This is an optimization exercise on Yosys and OpenROAD, whose aim is small area, a short achievable clock period and few clock cycles, not a production implementation. Function was not checked in any run shown here: the RTL went through the layout flow alone.

==> flow/design.v, too long to show whole: its modules and the start of the top module <==
// module mult32x32_fast_arith: 2179 lines
// module mult32x32_fast_add: 551 lines
// module mult32x32_fast_fsm: 16 lines
// module mult32x32_fast: 43 lines
module mult32x32_fast (
    input  logic        clk,
    input  logic        reset,
    input  logic        start,
    input  logic [31:0] a,
    input  logic [31:0] b,
    output logic        busy,
    output logic [63:0] product
);
  // ...
==> flow/flow/run.sh <==
#!/bin/bash
# Layout: the standard flow (standard.sh, its synthesis unchanged), with two changes:
# the ports are buffered with buf_2 cells instead of the delay buffers buffer_ports picks
# by default, and the resizer may swap a cell for one of another footprint.
# make's full output goes to standard_flow.log here; ORFS's per-step logs to orfs/logs/.
set -euo pipefail
bash standard.sh \
  "BUFFER_PORTS_ARGS=-buffer_cell sky130_fd_sc_hd__buf_2" \
  MATCH_CELL_FOOTPRINT=0 \
  finish > standard_flow.log 2>&1
==> flow/standard.sh <==
#!/bin/bash
# synth_recipe.tcl (not shown) runs the flow's synth.tcl, then flattens the netlist and writes it again
# the make line also repeats each setting of config.mk as NAME=value (left out here)
make -C /OpenROAD-flow-scripts/flow DESIGN_CONFIG=/design/flow/config.mk WORK_HOME=/design/flow/orfs CLKGATE_MAP_FILE= SYNTH_SCRIPT=/design/flow/synth_recipe.tcl "${@:-finish}"
==> flow/config.mk <==
export PLATFORM = sky130hd
export DESIGN_NAME = mult32x32_fast
export DESIGN_NICKNAME = mult32x32_fast
export VERILOG_FILES = /design/flow/design.v
export SDC_FILE = /design/flow/constraint.sdc
export NUM_CORES = 4
export LEC_CHECK = 0
export ABC_AREA = 1
export CAP_MARGIN = 20
export CORE_MARGIN = 2
export CORE_UTILIZATION = 40
export PLACE_DENSITY = 0.6
export SETUP_SLACK_MARGIN = 5
export SLEW_MARGIN = 20
==> flow/constraint.sdc <==
create_clock -name core_clock -period 12.0 [get_ports {clk}]
set_input_delay 2.4000 -clock core_clock [delete_from_list [all_inputs] [get_ports {clk}]]
set_output_delay 2.4000 -clock core_clock [all_outputs]
set_load 0.01 [all_outputs]
==> impl_metrics.json, run 1 <==
{
  "grt_use_met3_pct": 9.282,
  "vias": 16110,
  "drtIter0Drc": 1838,
  "ys_seq_elements": 129,
  "path_depth": 14,
  "place_area_um2": 19980,
  "cts.sinks": 129,
  "hold_slack_ps": 662.7,
  "coreArea_um2": 46560,
  "placed_cells": 2578,
  "seq_cell_count": 129,
  "arrival_ps": 7200,
  "routed_wl_mm": 75.87,
  "cts-htree-levels": 4,
  "fp.dieArea_um2": 49020,
  "final_area_um2": 20660,
  "first_pass_iters": 5,
  "crit_chain": "buf_2, inv_1, nand2_1, o21ai_4, buf_6, nor2_1, nor2_2, o22ai_1, xor2_1, fa_1, fa_1, fa_1, fa_1, mux2i_1",
  "clkCellAreaFrac_pct": 2.883,
  "clock.fmax_mhz": 142.9,
  "synth_top_area_share_pct": 28.27,
  "status": "complete, no violations",
  "cap_violations": 0,
  "r2r_start": "fsm_u.busy$_DFF_PP0_"
}
==> module mult32x32_fast, before the edit <==
module mult32x32_fast (
    input  logic        clk,
    input  logic        reset,
    input  logic        start,
    input  logic [31:0] a,
    input  logic [31:0] b,
    output logic        busy,
    output logic [63:0] product
);
    logic        sel_hi;      
    logic        t16, t32;    
    logic [63:0] x;           
    logic [63:0] r0, r1;      
    logic [63:0] sum_q, carry_q;
    mult32x32_fast_fsm fsm_u (
        .clk(clk), .reset(reset), .start(start), .b_msw_is_0(b[31:16] == 16'd0),
        .busy(busy), .sel_hi(sel_hi)
    );
    assign t16 = ~busy & ~sel_hi & b[15];
    assign t32 = sel_hi & b[31];
    always_comb begin
        if (busy) begin
            x = {16'd0, product[63:16]};
        end else begin
            x = {({32{t32}} & a), 32'd0} | {16'd0, ({32{t16}} & a), 16'd0};
            x[30] = x[30] | t32;
            x[14] = b[15];
        end
    end
    mult32x32_fast_arith arith_u (
        .a(a), .c(busy ? b[31:16] : b[15:0]), .cl(busy & b[15]), .x(x), .r0(r0), .r1(r1)
    );
    always_ff @(posedge clk) begin
        if (start & ~busy) begin
            sum_q   <= r0;
            carry_q <= r1;
        end else if (busy) begin
            sum_q   <= {r0[47:0], product[15:0]};
            carry_q <= {r1[47:0], 16'd0};
        end
    end
    mult32x32_fast_add add_u (.u(sum_q), .v(carry_q), .y(product));
endmodule
==> inputs of run 2 (changes only) <==
--- a/flow/design.v
+++ b/flow/design.v
@@ -1,15 +1,14 @@
 module mult32x32_fast_arith (
     input  logic [31:0] a,
     input  logic [15:0] c,
     input  logic        cl,
     input  logic [63:0] x,
-    output logic [63:0] r0,
-    output logic [63:0] r1
+    output logic [63:0] s
 );
 logic one0;
 logic two0;
 logic neg0;
 logic pp1;
 logic pp2;
 logic pp3;
 logic pp4;
@@ -1085,16 +1084,17 @@
 logic s1053;
 logic c1054;
 logic s1055;
 logic c1056;
 logic s1057;
 logic c1058;
 logic s1059;
 logic c1060;
+logic [63:0] r0, r1;
 assign one0 = c[0] ^ cl;
 assign two0 = (c[1] & ~c[0] & ~cl) | (~c[1] & c[0] & cl);
 assign neg0 = c[1];
 assign pp1 = ((one0 & a[0])) ^ neg0;
 assign pp2 = ((one0 & a[1]) | (two0 & a[0])) ^ neg0;
 assign pp3 = ((one0 & a[2]) | (two0 & a[1])) ^ neg0;
 assign pp4 = ((one0 & a[3]) | (two0 & a[2])) ^ neg0;
 assign pp5 = ((one0 & a[4]) | (two0 & a[3])) ^ neg0;
@@ -2171,567 +2171,17 @@
 assign s1055 = 1'b1 ^ x[61];
 assign c1056 = 1'b1 & x[61];
 assign s1057 = 1'b1 ^ x[62];
 assign c1058 = 1'b1 & x[62];
 assign s1059 = 1'b1 ^ x[63];
 assign c1060 = 1'b1 & x[63];
 assign r0 = {c1058, c1056, c1054, c1052, c1050, c1048, c1046, c1044, c1042, c1040, c1038, c1036, c1034, c1032, c1030, c1027, c1024, c1021, c1018, c1015, c1012, c1009, c1006, c1003, c1000, c997, c994, c991, c988, c985, c982, c979, c976, c973, c970, c967, c964, c961, c958, c955, c952, c949, c946, c943, c940, c937, c934, c931, c928, c925, c922, c919, c916, c913, c910, c907, c904, c901, c898, c895, c892, c890, c888, s887};
 assign r1 = {s1059, s1057, s1055, s1053, s1051, s1049, s1047, s1045, s1043, s1041, s1039, s1037, s1035, s1033, s1031, s1029, s1026, s1023, s1020, s1017, s1014, s1011, s1008, s1005, s1002, s999, s996, s993, s990, s987, s984, s981, s978, s975, s972, s969, s966, s963, s960, s957, s954, s951, s948, s945, s942, s939, s936, s933, s930, s927, s924, s921, s918, s915, s912, s909, s906, s903, s900, s897, s894, s891, s889, pp1};
-endmodule
-module mult32x32_fast_add (
-    input  logic [63:0] u,
-    input  logic [63:0] v,
-    output logic [63:0] y
-);
-logic [63:0] p, g;
-logic G1_1;
-logic G3_2;
-logic P3_2;
-logic G5_3;
-logic P5_3;
-logic G7_4;
-logic P7_4;
-logic G9_5;
-logic P9_5;
-logic G11_6;
-logic P11_6;
-logic G13_7;
-logic P13_7;
-logic G15_8;
-logic P15_8;
-logic G17_9;
-logic P17_9;
-logic G19_10;
-logic P19_10;
-logic G21_11;
-logic P21_11;
-logic G23_12;
-logic P23_12;
-logic G25_13;
-logic P25_13;
-logic G27_14;
-logic P27_14;
-logic G29_15;
-logic P29_15;
-logic G31_16;
-logic P31_16;
-logic G33_17;
-logic P33_17;
-logic G35_18;
-logic P35_18;
-logic G37_19;
-logic P37_19;
-logic G39_20;
-logic P39_20;
-logic G41_21;
-logic P41_21;
-logic G43_22;
-logic P43_22;
-logic G45_23;
-logic P45_23;
-logic G47_24;
-logic P47_24;
-logic G49_25;
-logic P49_25;
-logic G51_26;
-logic P51_26;
-logic G53_27;
-logic P53_27;
-logic G55_28;
-logic P55_28;
-logic G57_29;
-logic P57_29;
-logic G59_30;
-logic P59_30;
-logic G61_31;
-logic P61_31;
-logic G63_32;
-logic P63_32;
-logic G3_33;
-logic P3_33;
-logic G7_34;
-logic P7_34;
-logic G11_35;
-logic P11_35;
-logic G15_36;
-logic P15_36;
-logic G19_37;
-logic P19_37;
-logic G23_38;
-logic P23_38;
-logic G27_39;
-logic P27_39;
-logic G31_40;
-logic P31_40;
-logic G35_41;
-logic P35_41;
-logic G39_42;
-logic P39_42;
-logic G43_43;
-logic P43_43;
-logic G47_44;
-logic P47_44;
-logic G51_45;
-logic P51_45;
-logic G55_46;
-logic P55_46;
-logic G59_47;
-logic P59_47;
-logic G63_48;
-logic P63_48;
-logic G7_49;
-logic P7_49;
-logic G15_50;
-logic P15_50;
-logic G23_51;
-logic P23_51;
-logic G31_52;
-logic P31_52;
-logic G39_53;
-logic P39_53;
-logic G47_54;
-logic P47_54;
-logic G55_55;
-logic P55_55;
-logic G63_56;
-logic P63_56;
-logic G15_57;
-logic P15_57;
-logic G31_58;
-logic P31_58;
-logic G47_59;
-logic P47_59;
-logic G63_60;
-logic P63_60;
-logic G31_61;
-logic P31_61;
-logic G63_62;
-logic P63_62;
-logic G63_63;
-logic P63_63;
-logic G47_64;
-logic P47_64;
-logic G23_65;
-logic P23_65;
-logic G39_66;
-logic P39_66;
-logic G55_67;
-logic P55_67;
-logic G11_68;
-logic P11_68;
-logic G19_69;
-logic P19_69;
-logic G27_70;
-logic P27_70;
-logic G35_71;
-logic P35_71;
-logic G43_72;
-logic P43_72;
-logic G51_73;
-logic P51_73;
-logic G59_74;
-logic P59_74;
-logic G5_75;
-logic P5_75;
-logic G9_76;
-logic P9_76;
-logic G13_77;
-logic P13_77;
-logic G17_78;
-logic P17_78;
-logic G21_79;
-logic P21_79;
-logic G25_80;
-logic P25_80;
-logic G29_81;
-logic P29_81;
-logic G33_82;
-logic P33_82;
-logic G37_83;
-logic P37_83;
-logic G41_84;
-logic P41_84;
-logic G45_85;
-logic P45_85;
-logic G49_86;
-logic P49_86;
-logic G53_87;
-logic P53_87;
-logic G57_88;
-logic P57_88;
-logic G61_89;
-logic P61_89;
-logic G2_90;
-logic P2_90;
-logic G4_91;
-logic P4_91;
-logic G6_92;
-logic P6_92;
-logic G8_93;
-logic P8_93;
-logic G10_94;
-logic P10_94;
-logic G12_95;
-logic P12_95;
-logic G14_96;
-logic P14_96;
-logic G16_97;
-logic P16_97;
-logic G18_98;
-logic P18_98;
-logic G20_99;
-logic P20_99;
-logic G22_100;
-logic P22_100;
-logic G24_101;
-logic P24_101;
-logic G26_102;
-logic P26_102;
-logic G28_103;
-logic P28_103;
-logic G30_104;
-logic P30_104;
-logic G32_105;
-logic P32_105;
-logic G34_106;
-logic P34_106;
-logic G36_107;
-logic P36_107;
-logic G38_108;
-logic P38_108;
-logic G40_109;
-logic P40_109;
-logic G42_110;
-logic P42_110;
-logic G44_111;
-logic P44_111;
-logic G46_112;
-logic P46_112;
-logic G48_113;
-logic P48_113;
-logic G50_114;
-logic P50_114;
-logic G52_115;
-logic P52_115;
-logic G54_116;
-logic P54_116;
-logic G56_117;
-logic P56_117;
-logic G58_118;
-logic P58_118;
-logic G60_119;
-logic P60_119;
-logic G62_120;
-logic P62_120;
-assign p = u ^ v;
-assign g = u & v;
-assign G1_1 = g[1] | (p[1] & g[0]);
-assign G3_2 = g[3] | (p[3] & g[2]);
-assign P3_2 = p[3] & p[2];
-assign G5_3 = g[5] | (p[5] & g[4]);
-assign P5_3 = p[5] & p[4];
-assign G7_4 = g[7] | (p[7] & g[6]);
-assign P7_4 = p[7] & p[6];
-assign G9_5 = g[9] | (p[9] & g[8]);
-assign P9_5 = p[9] & p[8];
-assign G11_6 = g[11] | (p[11] & g[10]);
-assign P11_6 = p[11] & p[10];
-assign G13_7 = g[13] | (p[13] & g[12]);
-assign P13_7 = p[13] & p[12];
-assign G15_8 = g[15] | (p[15] & g[14]);
-assign P15_8 = p[15] & p[14];
-assign G17_9 = g[17] | (p[17] & g[16]);
-assign P17_9 = p[17] & p[16];
-assign G19_10 = g[19] | (p[19] & g[18]);
-assign P19_10 = p[19] & p[18];
-assign G21_11 = g[21] | (p[21] & g[20]);
-assign P21_11 = p[21] & p[20];
-assign G23_12 = g[23] | (p[23] & g[22]);
-assign P23_12 = p[23] & p[22];
-assign G25_13 = g[25] | (p[25] & g[24]);
-assign P25_13 = p[25] & p[24];
-assign G27_14 = g[27] | (p[27] & g[26]);
-assign P27_14 = p[27] & p[26];
-assign G29_15 = g[29] | (p[29] & g[28]);
-assign P29_15 = p[29] & p[28];
-assign G31_16 = g[31] | (p[31] & g[30]);
-assign P31_16 = p[31] & p[30];
-assign G33_17 = g[33] | (p[33] & g[32]);
-assign P33_17 = p[33] & p[32];
-assign G35_18 = g[35] | (p[35] & g[34]);
-assign P35_18 = p[35] & p[34];
-assign G37_19 = g[37] | (p[37] & g[36]);
-assign P37_19 = p[37] & p[36];
-assign G39_20 = g[39] | (p[39] & g[38]);
-assign P39_20 = p[39] & p[38];
-assign G41_21 = g[41] | (p[41] & g[40]);
-assign P41_21 = p[41] & p[40];
-assign G43_22 = g[43] | (p[43] & g[42]);
-assign P43_22 = p[43] & p[42];
-assign G45_23 = g[45] | (p[45] & g[44]);
-assign P45_23 = p[45] & p[44];
-assign G47_24 = g[47] | (p[47] & g[46]);
-assign P47_24 = p[47] & p[46];
-assign G49_25 = g[49] | (p[49] & g[48]);
-assign P49_25 = p[49] & p[48];
-assign G51_26 = g[51] | (p[51] & g[50]);
-assign P51_26 = p[51] & p[50];
-assign G53_27 = g[53] | (p[53] & g[52]);
-assign P53_27 = p[53] & p[52];
-assign G55_28 = g[55] | (p[55] & g[54]);
-assign P55_28 = p[55] & p[54];
-assign G57_29 = g[57] | (p[57] & g[56]);
-assign P57_29 = p[57] & p[56];
-assign G59_30 = g[59] | (p[59] & g[58]);
-assign P59_30 = p[59] & p[58];
-assign G61_31 = g[61] | (p[61] & g[60]);
-assign P61_31 = p[61] & p[60];
-assign G63_32 = g[63] | (p[63] & g[62]);
-assign P63_32 = p[63] & p[62];
-assign G3_33 = G3_2 | (P3_2 & G1_1);
-assign P3_33 = P3_2 & p[1];
-assign G7_34 = G7_4 | (P7_4 & G5_3);
-assign P7_34 = P7_4 & P5_3;
-assign G11_35 = G11_6 | (P11_6 & G9_5);
-assign P11_35 = P11_6 & P9_5;
-assign G15_36 = G15_8 | (P15_8 & G13_7);
-assign P15_36 = P15_8 & P13_7;
-assign G19_37 = G19_10 | (P19_10 & G17_9);
-assign P19_37 = P19_10 & P17_9;
-assign G23_38 = G23_12 | (P23_12 & G21_11);
-assign P23_38 = P23_12 & P21_11;
-assign G27_39 = G27_14 | (P27_14 & G25_13);
-assign P27_39 = P27_14 & P25_13;
-assign G31_40 = G31_16 | (P31_16 & G29_15);
-assign P31_40 = P31_16 & P29_15;
-assign G35_41 = G35_18 | (P35_18 & G33_17);
-assign P35_41 = P35_18 & P33_17;
-assign G39_42 = G39_20 | (P39_20 & G37_19);
-assign P39_42 = P39_20 & P37_19;
-assign G43_43 = G43_22 | (P43_22 & G41_21);
-assign P43_43 = P43_22 & P41_21;
-assign G47_44 = G47_24 | (P47_24 & G45_23);
-assign P47_44 = P47_24 & P45_23;
-assign G51_45 = G51_26 | (P51_26 & G49_25);
-assign P51_45 = P51_26 & P49_25;
-assign G55_46 = G55_28 | (P55_28 & G53_27);
-assign P55_46 = P55_28 & P53_27;
-assign G59_47 = G59_30 | (P59_30 & G57_29);
-assign P59_47 = P59_30 & P57_29;
-assign G63_48 = G63_32 | (P63_32 & G61_31);
-assign P63_48 = P63_32 & P61_31;
-assign G7_49 = G7_34 | (P7_34 & G3_33);
-assign P7_49 = P7_34 & P3_33;
-assign G15_50 = G15_36 | (P15_36 & G11_35);
-assign P15_50 = P15_36 & P11_35;
-assign G23_51 = G23_38 | (P23_38 & G19_37);
-assign P23_51 = P23_38 & P19_37;
-assign G31_52 = G31_40 | (P31_40 & G27_39);
-assign P31_52 = P31_40 & P27_39;
-assign G39_53 = G39_42 | (P39_42 & G35_41);
-assign P39_53 = P39_42 & P35_41;
-assign G47_54 = G47_44 | (P47_44 & G43_43);
-assign P47_54 = P47_44 & P43_43;
-assign G55_55 = G55_46 | (P55_46 & G51_45);
-assign P55_55 = P55_46 & P51_45;
-assign G63_56 = G63_48 | (P63_48 & G59_47);
-assign P63_56 = P63_48 & P59_47;
-assign G15_57 = G15_50 | (P15_50 & G7_49);
-assign P15_57 = P15_50 & P7_49;
-assign G31_58 = G31_52 | (P31_52 & G23_51);
-assign P31_58 = P31_52 & P23_51;
-assign G47_59 = G47_54 | (P47_54 & G39_53);
-assign P47_59 = P47_54 & P39_53;
-assign G63_60 = G63_56 | (P63_56 & G55_55);
-assign P63_60 = P63_56 & P55_55;
-assign G31_61 = G31_58 | (P31_58 & G15_57);
-assign P31_61 = P31_58 & P15_57;
-assign G63_62 = G63_60 | (P63_60 & G47_59);
-assign P63_62 = P63_60 & P47_59;
-assign G63_63 = G63_62 | (P63_62 & G31_61);
-assign P63_63 = P63_62 & P31_61;
-assign G47_64 = G47_59 | (P47_59 & G31_61);
-assign P47_64 = P47_59 & P31_61;
-assign G23_65 = G23_51 | (P23_51 & G15_57);
-assign P23_65 = P23_51 & P15_57;
-assign G39_66 = G39_53 | (P39_53 & G31_61);
-assign P39_66 = P39_53 & P31_61;
-assign G55_67 = G55_55 | (P55_55 & G47_64);
-assign P55_67 = P55_55 & P47_64;
-assign G11_68 = G11_35 | (P11_35 & G7_49);
-assign P11_68 = P11_35 & P7_49;
-assign G19_69 = G19_37 | (P19_37 & G15_57);
-assign P19_69 = P19_37 & P15_57;
-assign G27_70 = G27_39 | (P27_39 & G23_65);
-assign P27_70 = P27_39 & P23_65;
-assign G35_71 = G35_41 | (P35_41 & G31_61);
-assign P35_71 = P35_41 & P31_61;
-assign G43_72 = G43_43 | (P43_43 & G39_66);
-assign P43_72 = P43_43 & P39_66;
-assign G51_73 = G51_45 | (P51_45 & G47_64);
-assign P51_73 = P51_45 & P47_64;
-assign G59_74 = G59_47 | (P59_47 & G55_67);
-assign P59_74 = P59_47 & P55_67;
-assign G5_75 = G5_3 | (P5_3 & G3_33);
-assign P5_75 = P5_3 & P3_33;
-assign G9_76 = G9_5 | (P9_5 & G7_49);
-assign P9_76 = P9_5 & P7_49;
-assign G13_77 = G13_7 | (P13_7 & G11_68);
-assign P13_77 = P13_7 & P11_68;
-assign G17_78 = G17_9 | (P17_9 & G15_57);
-assign P17_78 = P17_9 & P15_57;
-assign G21_79 = G21_11 | (P21_11 & G19_69);
-assign P21_79 = P21_11 & P19_69;
-assign G25_80 = G25_13 | (P25_13 & G23_65);
-assign P25_80 = P25_13 & P23_65;
-assign G29_81 = G29_15 | (P29_15 & G27_70);
-assign P29_81 = P29_15 & P27_70;
-assign G33_82 = G33_17 | (P33_17 & G31_61);
-assign P33_82 = P33_17 & P31_61;
-assign G37_83 = G37_19 | (P37_19 & G35_71);
-assign P37_83 = P37_19 & P35_71;
-assign G41_84 = G41_21 | (P41_21 & G39_66);
-assign P41_84 = P41_21 & P39_66;
-assign G45_85 = G45_23 | (P45_23 & G43_72);
-assign P45_85 = P45_23 & P43_72;
-assign G49_86 = G49_25 | (P49_25 & G47_64);
-assign P49_86 = P49_25 & P47_64;
-assign G53_87 = G53_27 | (P53_27 & G51_73);
-assign P53_87 = P53_27 & P51_73;
-assign G57_88 = G57_29 | (P57_29 & G55_67);
-assign P57_88 = P57_29 & P55_67;
-assign G61_89 = G61_31 | (P61_31 & G59_74);
-assign P61_89 = P61_31 & P59_74;
-assign G2_90 = g[2] | (p[2] & G1_1);
-assign P2_90 = p[2] & p[1];
-assign G4_91 = g[4] | (p[4] & G3_33);
-assign P4_91 = p[4] & P3_33;
-assign G6_92 = g[6] | (p[6] & G5_75);
-assign P6_92 = p[6] & P5_75;
-assign G8_93 = g[8] | (p[8] & G7_49);
-assign P8_93 = p[8] & P7_49;
-assign G10_94 = g[10] | (p[10] & G9_76);
-assign P10_94 = p[10] & P9_76;
-assign G12_95 = g[12] | (p[12] & G11_68);
-assign P12_95 = p[12] & P11_68;
-assign G14_96 = g[14] | (p[14] & G13_77);
-assign P14_96 = p[14] & P13_77;
-assign G16_97 = g[16] | (p[16] & G15_57);
-assign P16_97 = p[16] & P15_57;
-assign G18_98 = g[18] | (p[18] & G17_78);
-assign P18_98 = p[18] & P17_78;
-assign G20_99 = g[20] | (p[20] & G19_69);
-assign P20_99 = p[20] & P19_69;
-assign G22_100 = g[22] | (p[22] & G21_79);
-assign P22_100 = p[22] & P21_79;
-assign G24_101 = g[24] | (p[24] & G23_65);
-assign P24_101 = p[24] & P23_65;
-assign G26_102 = g[26] | (p[26] & G25_80);
-assign P26_102 = p[26] & P25_80;
-assign G28_103 = g[28] | (p[28] & G27_70);
-assign P28_103 = p[28] & P27_70;
-assign G30_104 = g[30] | (p[30] & G29_81);
-assign P30_104 = p[30] & P29_81;
-assign G32_105 = g[32] | (p[32] & G31_61);
-assign P32_105 = p[32] & P31_61;
-assign G34_106 = g[34] | (p[34] & G33_82);
-assign P34_106 = p[34] & P33_82;
-assign G36_107 = g[36] | (p[36] & G35_71);
-assign P36_107 = p[36] & P35_71;
-assign G38_108 = g[38] | (p[38] & G37_83);
-assign P38_108 = p[38] & P37_83;
-assign G40_109 = g[40] | (p[40] & G39_66);
-assign P40_109 = p[40] & P39_66;
-assign G42_110 = g[42] | (p[42] & G41_84);
-assign P42_110 = p[42] & P41_84;
-assign G44_111 = g[44] | (p[44] & G43_72);
-assign P44_111 = p[44] & P43_72;
-assign G46_112 = g[46] | (p[46] & G45_85);
-assign P46_112 = p[46] & P45_85;
-assign G48_113 = g[48] | (p[48] & G47_64);
-assign P48_113 = p[48] & P47_64;
-assign G50_114 = g[50] | (p[50] & G49_86);
-assign P50_114 = p[50] & P49_86;
-assign G52_115 = g[52] | (p[52] & G51_73);
-assign P52_115 = p[52] & P51_73;
-assign G54_116 = g[54] | (p[54] & G53_87);
-assign P54_116 = p[54] & P53_87;
-assign G56_117 = g[56] | (p[56] & G55_67);
-assign P56_117 = p[56] & P55_67;
-assign G58_118 = g[58] | (p[58] & G57_88);
-assign P58_118 = p[58] & P57_88;
-assign G60_119 = g[60] | (p[60] & G59_74);
-assign P60_119 = p[60] & P59_74;
-assign G62_120 = g[62] | (p[62] & G61_89);
-assign P62_120 = p[62] & P61_89;
-assign y[0] = p[0];
-assign y[1] = p[1] ^ g[0];
-assign y[2] = p[2] ^ G1_1;
-assign y[3] = p[3] ^ G2_90;
-assign y[4] = p[4] ^ G3_33;
-assign y[5] = p[5] ^ G4_91;
-assign y[6] = p[6] ^ G5_75;
-assign y[7] = p[7] ^ G6_92;
-assign y[8] = p[8] ^ G7_49;
-assign y[9] = p[9] ^ G8_93;
-assign y[10] = p[10] ^ G9_76;
-assign y[11] = p[11] ^ G10_94;
-assign y[12] = p[12] ^ G11_68;
-assign y[13] = p[13] ^ G12_95;
-assign y[14] = p[14] ^ G13_77;
-assign y[15] = p[15] ^ G14_96;
-assign y[16] = p[16] ^ G15_57;
-assign y[17] = p[17] ^ G16_97;
-assign y[18] = p[18] ^ G17_78;
-assign y[19] = p[19] ^ G18_98;
-assign y[20] = p[20] ^ G19_69;
-assign y[21] = p[21] ^ G20_99;
-assign y[22] = p[22] ^ G21_79;
-assign y[23] = p[23] ^ G22_100;
-assign y[24] = p[24] ^ G23_65;
-assign y[25] = p[25] ^ G24_101;
-assign y[26] = p[26] ^ G25_80;
-assign y[27] = p[27] ^ G26_102;
-assign y[28] = p[28] ^ G27_70;
-assign y[29] = p[29] ^ G28_103;
-assign y[30] = p[30] ^ G29_81;
-assign y[31] = p[31] ^ G30_104;
-assign y[32] = p[32] ^ G31_61;
-assign y[33] = p[33] ^ G32_105;
-assign y[34] = p[34] ^ G33_82;
-assign y[35] = p[35] ^ G34_106;
-assign y[36] = p[36] ^ G35_71;
-assign y[37] = p[37] ^ G36_107;
-assign y[38] = p[38] ^ G37_83;
-assign y[39] = p[39] ^ G38_108;
-assign y[40] = p[40] ^ G39_66;
-assign y[41] = p[41] ^ G40_109;
-assign y[42] = p[42] ^ G41_84;
-assign y[43] = p[43] ^ G42_110;
-assign y[44] = p[44] ^ G43_72;
-assign y[45] = p[45] ^ G44_111;
-assign y[46] = p[46] ^ G45_85;
-assign y[47] = p[47] ^ G46_112;
-assign y[48] = p[48] ^ G47_64;
-assign y[49] = p[49] ^ G48_113;
-assign y[50] = p[50] ^ G49_86;
-assign y[51] = p[51] ^ G50_114;
-assign y[52] = p[52] ^ G51_73;
-assign y[53] = p[53] ^ G52_115;
-assign y[54] = p[54] ^ G53_87;
-assign y[55] = p[55] ^ G54_116;
-assign y[56] = p[56] ^ G55_67;
-assign y[57] = p[57] ^ G56_117;
-assign y[58] = p[58] ^ G57_88;
-assign y[59] = p[59] ^ G58_118;
-assign y[60] = p[60] ^ G59_74;
-assign y[61] = p[61] ^ G60_119;
-assign y[62] = p[62] ^ G61_89;
-assign y[63] = p[63] ^ G62_120;
+assign s = r0 + r1;
 endmodule
 module mult32x32_fast_fsm (
     input  logic clk,
     input  logic reset,
     input  logic start,
     input  logic b_msw_is_0,
     output logic busy,
     output logic sel_hi
@@ -2751,39 +2201,34 @@
     input  logic [31:0] a,
     input  logic [31:0] b,
     output logic        busy,
     output logic [63:0] product
 );
     logic        sel_hi;      
     logic        t16, t32;    
     logic [63:0] x;           
-    logic [63:0] r0, r1;      
-    logic [63:0] sum_q, carry_q;
+    logic [63:0] s;
     mult32x32_fast_fsm fsm_u (
         .clk(clk), .reset(reset), .start(start), .b_msw_is_0(b[31:16] == 16'd0),
         .busy(busy), .sel_hi(sel_hi)
     );
     assign t16 = ~busy & ~sel_hi & b[15];
     assign t32 = sel_hi & b[31];
     always_comb begin
         if (busy) begin
             x = {16'd0, product[63:16]};
         end else begin
             x = {({32{t32}} & a), 32'd0} | {16'd0, ({32{t16}} & a), 16'd0};
             x[30] = x[30] | t32;
             x[14] = b[15];
         end
     end
     mult32x32_fast_arith arith_u (
-        .a(a), .c(busy ? b[31:16] : b[15:0]), .cl(busy & b[15]), .x(x), .r0(r0), .r1(r1)
+        .a(a), .c(busy ? b[31:16] : b[15:0]), .cl(busy & b[15]), .x(x), .s(s)
     );
     always_ff @(posedge clk) begin
-        if (start & ~busy) begin
-            sum_q   <= r0;
-            carry_q <= r1;
-        end else if (busy) begin
-            sum_q   <= {r0[47:0], product[15:0]};
-            carry_q <= {r1[47:0], 16'd0};
-        end
+        if (start & ~busy)
+            product <= s;
+        else if (busy)
+            product[63:16] <= s[47:0];
     end
-    mult32x32_fast_add add_u (.u(sum_q), .v(carry_q), .y(product));
 endmodule
--- a/flow/config.mk
+++ b/flow/config.mk
@@ -5,10 +5,10 @@
 export SDC_FILE = /design/flow/constraint.sdc
 export NUM_CORES = 4
 export LEC_CHECK = 0
 export ABC_AREA = 1
 export CAP_MARGIN = 20
 export CORE_MARGIN = 2
 export CORE_UTILIZATION = 40
 export PLACE_DENSITY = 0.6
-export SETUP_SLACK_MARGIN = 5
+export SETUP_SLACK_MARGIN = 3
 export SLEW_MARGIN = 20
==> run 2 against run 1 <==
- final area up 5.8%
- sequential share of layout area down 9.8 points
- worst setup slack got worse by 1900 ps
- highest routed layer is now met5
- critical path depth up 10
- synthesized cell count increased by 43%
- first-iteration DRC count increased by 38%
==> impl_metrics.json, run 2 <==
{
  "status": "complete, no violations",
  "final_area_um2": 21850,
  "rows": 82,
  "fillers": 5272,
  "coreArea_um2": 49860,
  "drtIter0Drc": 2532,
  "wl_per_cell_um": 24.97,
  "syn_area_um2": 20110,
  "finalHoldViolations": 0,
  "ioPinCount": 132,
  "ant_nets": 0,
  "layout.cells.non_filler": 3532,
  "synth_top_area_share_pct": 23.50,
  "largest_reg_flops": 64,
  "drive_gt1_share_pct": 11.47,
  "async_flop_share_pct": 1.538,
  "fin_ws_ps": 3052,
  "io_buffer_count": 131,
  "dieHeight_um": 228.2,
  "yosysTopAreaCell": "fa_1",
  "setup_viol": 0,
  "synth_common_cells": "nand2_1 (734), inv_1 (505), xor2_1 (282)",
  "use_met2_pct": 50.01,
  "cpMaxStageDelayCell": "a21oi_2",
  "cts_buffers": 9,
  "cts_hold_buf": 0,
  "cap_violations": 0,
  "routed_wl_mm": 88.21,
  "grt_pass1_wl_mm": 128.7,
  "tns_ps": 0,
  "rsz0062_at_grt": "no",
  "critPathCaptureType": "flip-flop",
  "clockRootBuffer": "clkbuf_16",
  "seq_area_frac_synth_pct": 9.683,
  "synth.most_common_cell": "nand2_1",
  "routabilityCongestion": 0.9810,
  "slew-limit-headroom_pct": 19.29,
  "top_register": "product",
  "cts.sinks": 65,
  "first_pass_iters": 8,
  "arrival_ps": 9190,
  "cts-htree-levels": 3,
  "area_growth_pct": 8.675,
  "grt_max_degree": 65,
  "fp.dieArea_um2": 52070,
  "cpMostUsedCell": "nand2_1",
  "post-place-ws_ps": 2455,
  "multi_input_area_um2": 15640,
  "insertion_delay_ps": 380,
  "syn_inst": 2794,
  "critPathMaxStageDelay_ps": 920,
  "final_common_cell": "nand2_1",
  "overflow": 0,
  "clk_path_buf_depth": 2,
  "crit_chain": "buf_2, inv_1, nand2_1, o21ai_4, buf_4, nor2_1, a21oi_2, o22ai_1, xor2_1, fa_1, fa_1, fa_1, fa_1, inv_1, ha_1, nand2_1, inv_1, nand2_1, nand2_1, a21oi_1, nand3_1, xor2_1, nand2_1, nand2_1",
  "syn_nets": 3180,
  "met1_usage_pct": 45.19,
  "cts_tree": "done",
  "clock_skew_ps": 17.18,
  "yosys-top-cells-area": "fa_1 (23%), nand2_1 (14%), xor2_1 (12%)",
  "synth_ff_type": "edfxtp_1",
  "ys.warnings.count": 2,
  "busiest_layer": "met2",
  "hpwl_mm": 68.19,
  "place_area_um2": 21280,
  "remaining_drc_errors": 0,
  "synth.distinct_cells": 39,
  "min_path_type": "reg2reg",
  "nets": 3240,
  "seqCellArea_um2": 1951,
  "setup.worst_path.class": "in2reg",
  "drv_slew": 0,
  "ys_seq_elements": 65,
  "vias": 20010,
  "avgViaCountPerCell": 5.664,
  "grt_pass1_vias": 19800,
  "fin_crit_ps": 8948,
  "cp_data_required_time_ps": 12240,
  "worst_pin_slew_ps": 1203,
  "grt_usage_pct": 33.10,
  "top_regs": "product: 64 flops, fsm_u.busy: 1 flops",
  "synth_edf_count": 64,
  "worstPathMaxFanout": 34,
  "start_util_pct": 40.32,
  "antenna_found_initial": 4,
  "fin_crit_sh_pct": 74.57,
  "grt_use_met3_pct": 8.525,
  "final_cell_mix": "nand2_1 (732), inv_1 (505), xor2_1 (282), fa_1 (236), o22ai_1 (152)",
  "placed_cells": 3492,
  "startpoint_type": "primary input",
  "fp.dieW_um": 228.2,
  "synth.avg_cell_area_um2": 7.196,
  "clk_pin_slew_ps": 70,
  "clock.fmax_mhz": 111.8
}
==> run 2: timing repair <==
| item | 4_1_cts | 5_1_grt |
|---|---|---|
| setup buffers | 1 | 18 |
| gates cloned | 0 | 4 |
| setup endpoints to repair | 24 | 38 |
| pin swaps | 1 | 4 |
| gates resized for setup | 2 | 6 |
==> run 2: routing by layer <==
layer | wire length, um | vias up | part of all wire (%)
met5 | 30 | - | 0.034
met4 | 4038 | 4 | 4.6
met3 | 10210 | 252 | 12
met2 | 37860 | 1250 | 43
met1 | 36070 | 9634 | 41
li1 | - | 8865 | -
==> run 2: final cells by class <==
type	instances	area share, %
clock buffer	9	1.031
timing repair buffer	176	4.850
multi-input combinational	2056	71.59
antenna	1	0.01145
inverter	546	9.380
tap	672	3.848
clock inverter	7	0.3608
sequential	65	8.927
==> run 2: final timing paths <==
path,start,end,slack [ps],depth (start not counted)
worst max-delay path,b[29],product[40]$_DFFE_PP_,3050,24
worst min-delay path,product[16]$_DFFE_PP_,product[0]$_DFFE_PP_,850,4
worst max register to register,fsm_u.busy$_DFF_PP0_,product[40]$_DFFE_PP_,3540,23
worst min register to register,product[16]$_DFFE_PP_,product[0]$_DFFE_PP_,850,4
max in group asynchronous,reset,fsm_u.busy$_DFF_PP0_,10050,2
min in group asynchronous,reset,fsm_u.busy$_DFF_PP0_,1840,2
==> run 2: logic make-up after synthesis <==
family	count (synthesis)	synth area share, %
adders and majority gates	319	28.66
xor gates and xnor gates	286	12.46
AOI/OAI and AO/OA	384	14.54
DFF	65	9.683
and+or+nand+nor	1063	21.28
buffers and inverters	677	13.37
==> run 2: critical path: cells and delay by family <==
family                     cells  cell delay [ps]
buffers and inverters          5              850
adders and majority gates      5             2310
xor gates and xnor gates       2              840
AOI/OAI and AO/OA              4             1460
and+or+nand+nor                8             1280
==> run 2: per-stage QoR <==
stage | hold WS [ps] | utilization [%]
floorplan | 831.5 | -
global placement | 831.6 | 42.64
detailed placement | 828.8 | 42.68
CTS | 843.7 | 43.33
global route | 896.9 | 43.81
finish | 846.5 | 43.82

==> separate check: timing with driven ports <==
The results above use ideal ports. As a check the final layouts listed here were re-extracted and re-timed, cells and wires unchanged. Step 1: set_driving_cell puts a clkbuf_16 on clk and a buf_2 on each other input, an assumption about the parent block. Step 2 moves the port delays by t, midway between the first and last clock arrival at a register: inputs arrive t later, outputs are due t later. That takes back most of the time a late clock gives input paths. Three values: ideal, step 1, step 2; two values: the first two.
run	t, ns	setup WS [ns]	worst register clock-pin slew, ns
run 1	0.550	5.001 / 5.039 / 4.490	0.07 / 0.07
run 2	0.414	3.052 / 3.073 / 2.659	0.07 / 0.07
After both steps every run listed still meets setup and hold. The setup slack of run 1, which loses most, moves by +0.038 ns with the drivers and by -0.511 ns with both steps.
